Background: an optimization exercise with open tools, aiming at small area, a short achievable clock period and few clock cycles. Do not read the settings as production practice. No functional check of the RTL was part of any run shown here. Power is estimated from default activity; no workload was simulated.

## flow/design.v (module list and top-level ports; edited modules follow where they fit)
// module MyDesign: 1592 lines
// module fa: 4 lines
module MyDesign (
    input  wire        dut_run,
    output reg         dut_busy,
    input  wire        reset_b,
    input  wire        clk,
    output wire        input_sram_write_enable,
    output wire [11:0] input_sram_write_addresss,
    output wire [15:0] input_sram_write_data,
    output wire [11:0] input_sram_read_address,
    input  wire [15:0] input_sram_read_data,
    output reg         output_sram_write_enable,
    output wire [11:0] output_sram_write_addresss,
    output wire [15:0] output_sram_write_data,
    output wire [11:0] output_sram_read_address,
    input  wire [15:0] output_sram_read_data,
    output wire        scratchpad_sram_write_enable,
    output wire [11:0] scratchpad_sram_write_addresss,
    output wire [15:0] scratchpad_sram_write_data,
    output wire [11:0] scratchpad_sram_read_address,
    input  wire [15:0] scratchpad_sram_read_data,
    output wire        weights_sram_write_enable,
    output wire [11:0] weights_sram_write_addresss,
    output wire [15:0] weights_sram_write_data,
    output wire [11:0] weights_sram_read_address,
    input  wire [15:0] weights_sram_read_data
);
  // ...
==> flow/run.sh <==
#!/bin/bash
# synth_recipe.tcl (not shown) runs the flow's synth.tcl, then flattens the netlist and writes it again
# the make line also repeats each setting of config.mk as NAME=value (left out here)
make -C /OpenROAD-flow-scripts/flow DESIGN_CONFIG=/design/flow/config.mk WORK_HOME=/design/flow/orfs CLKGATE_MAP_FILE= SYNTH_SCRIPT=/design/flow/synth_recipe.tcl finish
==> flow/config.mk <==
export PLATFORM = sky130hd
export DESIGN_NAME = MyDesign
export DESIGN_NICKNAME = MyDesign
export VERILOG_FILES = /design/flow/design.v
export SDC_FILE = /design/flow/constraint.sdc
export NUM_CORES = 4
export LEC_CHECK = 0
export ABC_AREA = 0
export ABC_CLOCK_PERIOD_IN_PS = 3000
export CAP_MARGIN = 20
export CORE_MARGIN = 2
export CORE_UTILIZATION = 40
export SLEW_MARGIN = 20
export SYNTH_HIERARCHICAL = 1
export SYNTH_MINIMUM_KEEP_SIZE = 0
==> flow/constraint.sdc <==
create_clock -name core_clock -period 11.0 [get_ports {clk}]
set_input_delay 2.2000 -clock core_clock [delete_from_list [all_inputs] [get_ports {clk}]]
set_output_delay 2.2000 -clock core_clock [all_outputs]
set_load 0.01 [all_outputs]
==> flow_summary.toml, run 1 <==
[setup_path]
endpoint_kind = "flip-flop"
cp.depth = 9
r2r-start = "ph[4]$_DFF_P_"
critPathSlowestCell = "mux2i_1"
r2r-end = "r553$_DFF_P_"
crit_required_ns = 11.47

[global_routing]
grt-ovfl-total = 0
grtUsageMet3 = 0.0275
grt_max_degree = 51

[clock_tree]
tritoncts = "built"

[sta]
finalSetupViolCount = 0
fin_crit_ns = 4.35
final_max_slew_viol_count = 0
rsz0062_at_grt = "no"
setup_slack_ns = 6.65

[drt]
antenna_left = 0
wl_met2_um = 42800
vias = 25285

[cells_and_area]
final_cell_count_no_fill = 4572
n_clock_buffer = 71

[hold_path]
timing.hold.worst.start = "x0[0]$_DFF_P_"

[power]
power_leader = "combinational logic"
vdd_drop_max_mv = 0.343
p_int_mw = 4.80
p_seq_mw = 2.11

[synthesis]
synth_fa_ha_area_frac = 0.273
ys_ff_latch = 401
synth_top_area_frac = 0.205
ys.flop_type = "dfxtp_1"
ys_async_sr_fraction = 0
synth_xor_xnor_area_share = 0.0276
synthMuxAreaShare = 0.0416

[placed_design]
placed_cell_area_um2 = 32500
hpwlAfterDp_um = 75200

[floorplan]
num_io_pins = 232
core_um2 = 79100

[outcome]
status = "timing/DRC/antenna clean"
==> run 2, diff against run 1 <==
--- a/flow/config.mk
+++ b/flow/config.mk
@@ -6,6 +6,5 @@
 export NUM_CORES = 4
 export LEC_CHECK = 0
-export ABC_AREA = 0
-export ABC_CLOCK_PERIOD_IN_PS = 3000
+export ABC_AREA = 1
 export CAP_MARGIN = 20
 export CORE_MARGIN = 2
==> flow_summary.toml, run 2 <==
[sta]
relSlewSlack = 0.194
layout_worst_path_cycle_share = 0.409
finClkSkew_ns = 0.0314
finalHoldViolations = 0
finalSetupViolCount = 0
tightestPinTransition_ns = 1.18
fin_crit_ns = 4.49
final_max_slew_viol_count = 0
whs_ns = 0.326
final.setup.tns_ns = 0
fmax_ghz = 0.222
rsz0062_at_grt = "no"

[drt]
antenna_left = 0
avgViaCountPerCell = 5.17
vias = 17735
wl_per_cell_um = 22.8
post-route-drc-count = 0
drtPass1Iterations = 6
wirelength_um = 78400
dr.first_iter.drc_count = 1758

[synthesis]
synth_most_common_cell = "dfxtp_1"
synth_top_area_frac = 0.257
netlist_top_cells_count = "dfxtp_1, fa_1, xor2_1"
yosys-top-cells-area = "dfxtp_1, fa_1, xor2_1"
synth_cell_types = 39
ys_async_sr_fraction = 0
ys_seq_area_frac = 0.342
synth_warnings = 7
synth_edf_count = 72
ys.flop_type = "dfxtp_1"
ys_ff_latch = 401
yosysTopAreaCell = "dfxtp_1"
syn-instance-count = 2476
syn_area_per_cell_um2 = 10.3
netlist_area_um2 = 25600

[cells_and_area]
nFillCells = 5933
final_cell_count_no_fill = 3433
syn_to_final_growth_pct = 10.4
fin_nets = 2994
regMostFlops = "kr"
fin_util = 0.448
final_common_cell = "dfxtp_1"
largest_reg_flops = 72
layout-drive-gt1-share = 0.0452
layout_common_cells = "dfxtp_1, fa_1, xor2_1"

[global_routing]
first_global_vias = 17818
antenna_found_initial = 1
grt_max_degree = 17
grt_pass1_wl_um = 115000
grt_usage = 0.238
grt-ovfl-total = 0

[placed_design]
portBuffers = 67
place_congestion = 0.977
hpwlAfterDp_um = 65200
dpl.cell_count = 3350

[clock_tree]
cts_buffers = 45
cts_root_buf = "clkbuf_16"
cts_resized = 0
hold_buffers = 0
path_clk_slew_ns = 0.06
cts_max_level = 2
tritoncts = "built"
clk_path_buf_depth = 3
cts_sinks = 401
clk_latency_ns = 0.60
post_cts_buffers = 0

[run]
maxCapViolCount = 0

[setup_path]
slowest_delay_ns = 0.85
worst_path_most_repeated_cell = "fa_1"
cp.arrival_ns = 4.96
critPathSlowestCell = "edfxtp_1"
start_kind = "flip-flop"
crit_required_ns = 11.47
criticalPathCategory = "reg2reg"
cp_max_fo = 10
endpoint_kind = "flip-flop"
worstPathCellList = "inv_1, o21ai_1, o22ai_1, xor2_1, fa_1, fa_1, fa_1, inv_1, fa_1"

[floorplan]
die_height_um = 257
die-width_um = 257
core_um2 = 63200
rows = 92
start_util = 0.405
die_area_um2 = 66100
num_io_pins = 232

[power]
power_density_nw_per_um2 = 287
p_total_mw = 8.11
vdd_drop_max_mv = 0.258
total_leakage_power_nw = 12.3

[hold_path]
worstHoldPathType = "reg2reg"

[outcome]
status = "timing/DRC/antenna clean"
run 2: cell count changes after synthesis, moves of 37 or more:
cell      change
clkbuf_1    -289
nand2_1     -285
xor2_1      +260
o21ai_0     -242
inv_1       +203
a21oi_1     -201
maj3_1      -160
nor2_1      -153
mux2_2       -67
xnor2_1      -43
buf_1        -37
run 2: path summary, 6_finish.rpt:
kind	cells past startpoint	to	slack [ns]	startpoint
worst max-delay path	9	r580$_DFF_P_	6.51	kr[5]$_DFFE_PN_
worst max register to register	9	r580$_DFF_P_	6.51	kr[5]$_DFFE_PN_
worst min register to register	0	x1[5]$_DFF_P_	0.33	x0[5]$_DFF_P_
worst min-delay path	0	x1[5]$_DFF_P_	0.33	x0[5]$_DFF_P_
run 2: per-module statistics from Yosys (local to each module, per instance):
module,area (µm²),times used
fa,20.0,325
MyDesign,19100,1
run 2: power by group:
part	internal, mW	total, mW	switching, mW
clock network	0.937	1.59	0.649
logic	1.84	4.37	2.53
registers	1.95	2.15	0.203
total	4.73	8.11	3.38
run 2: critical path: cells and delay by family, from the launching register on:
family,cells,cell delay [ns]
adder cells (fa/ha/maj),4,2.13
buffers and inverters,2,0.37
flip-flops,1,0.85
XOR/XNOR,1,0.21
AO/OA/AOI/OAI,2,0.79
run 2: layout make-up:
cell class              instances  area (µm²)  share of cell area
inverters                     259         972              0.0344
clock buffers                  56        1250              0.0442
flip-flops and latches        401        8750               0.309
repair buffers                 81         776              0.0274
multi-input cells            1764       15100               0.536
well taps                     846        1060              0.0374
diodes                          1        2.50           0.0000885
clock inverters                25         330              0.0117
run 2: kinds of logic (layout without fill, tap and decap cells):
family / count (synthesis) / count (layout) / synth area share
simple gates: 516 / 516 / 0.0819
buf+inv: 442 / 421 / 0.0870
flops: 401 / 401 / 0.342
compound gates: 384 / 384 / 0.0867
fa+ha+maj: 375 / 375 / 0.279
xor+xnor: 318 / 318 / 0.109
mux: 39 / 39 / 0.0152
other cells: 1 / 133 / 0.000146
run 2: routing by layer:
metal  up-vias  track usage  routed length (µm)
met5         -            0                   0
met4         0        0.112                4170
met3       141       0.0351                5480
met2       862        0.389               37000
met1      8794        0.311               31800
li1       7938            -                   -
run 2: stage by stage:
stage	cell area, µm²	worst slack (ns)
after CTS	28300	6.57
after global routing	28300	6.43
final	28300	6.51
after floorplan	26100	7.60
after detailed placement	26700	6.59
after global placement	26700	6.68

afterwards: timing with drivers on the ports:
In the flow no input, the clock included, has a driving cell. The finished layouts below were timed again as built, in two steps. Step 1 (the two cells are an assumption about what drives the block):
set clk [get_ports {clk}]
set_driving_cell -lib_cell sky130_fd_sc_hd__clkbuf_16 $clk
set_driving_cell -lib_cell sky130_fd_sc_hd__buf_2 [delete_from_list [all_inputs] $clk]
Step 2 times the ports against the registers' clock, not the clock port: input delays grow and output delays shrink by t, the midpoint of the rising clock arrivals with the driver on. Three values: no drivers, after step 1, after step 2; two values: the first two.
run | shift t [ns] | slack for setup (ns) | worst setup path after step 2 | worst register clock-pin slew, ns | pins driven straight from the clock port
run 1 | 0.665 | 6.646 / 6.646 / 6.435 | input to register | 0.07 / 0.07 | 1
run 2 | 0.647 | 6.505 / 6.505 / 6.505 | register to register | 0.07 / 0.07 | 1
After both steps setup and hold are still met in every run listed. The setup slack of run 1, which loses most, moves by 0.000 ns with the drivers and by -0.211 ns with both steps.
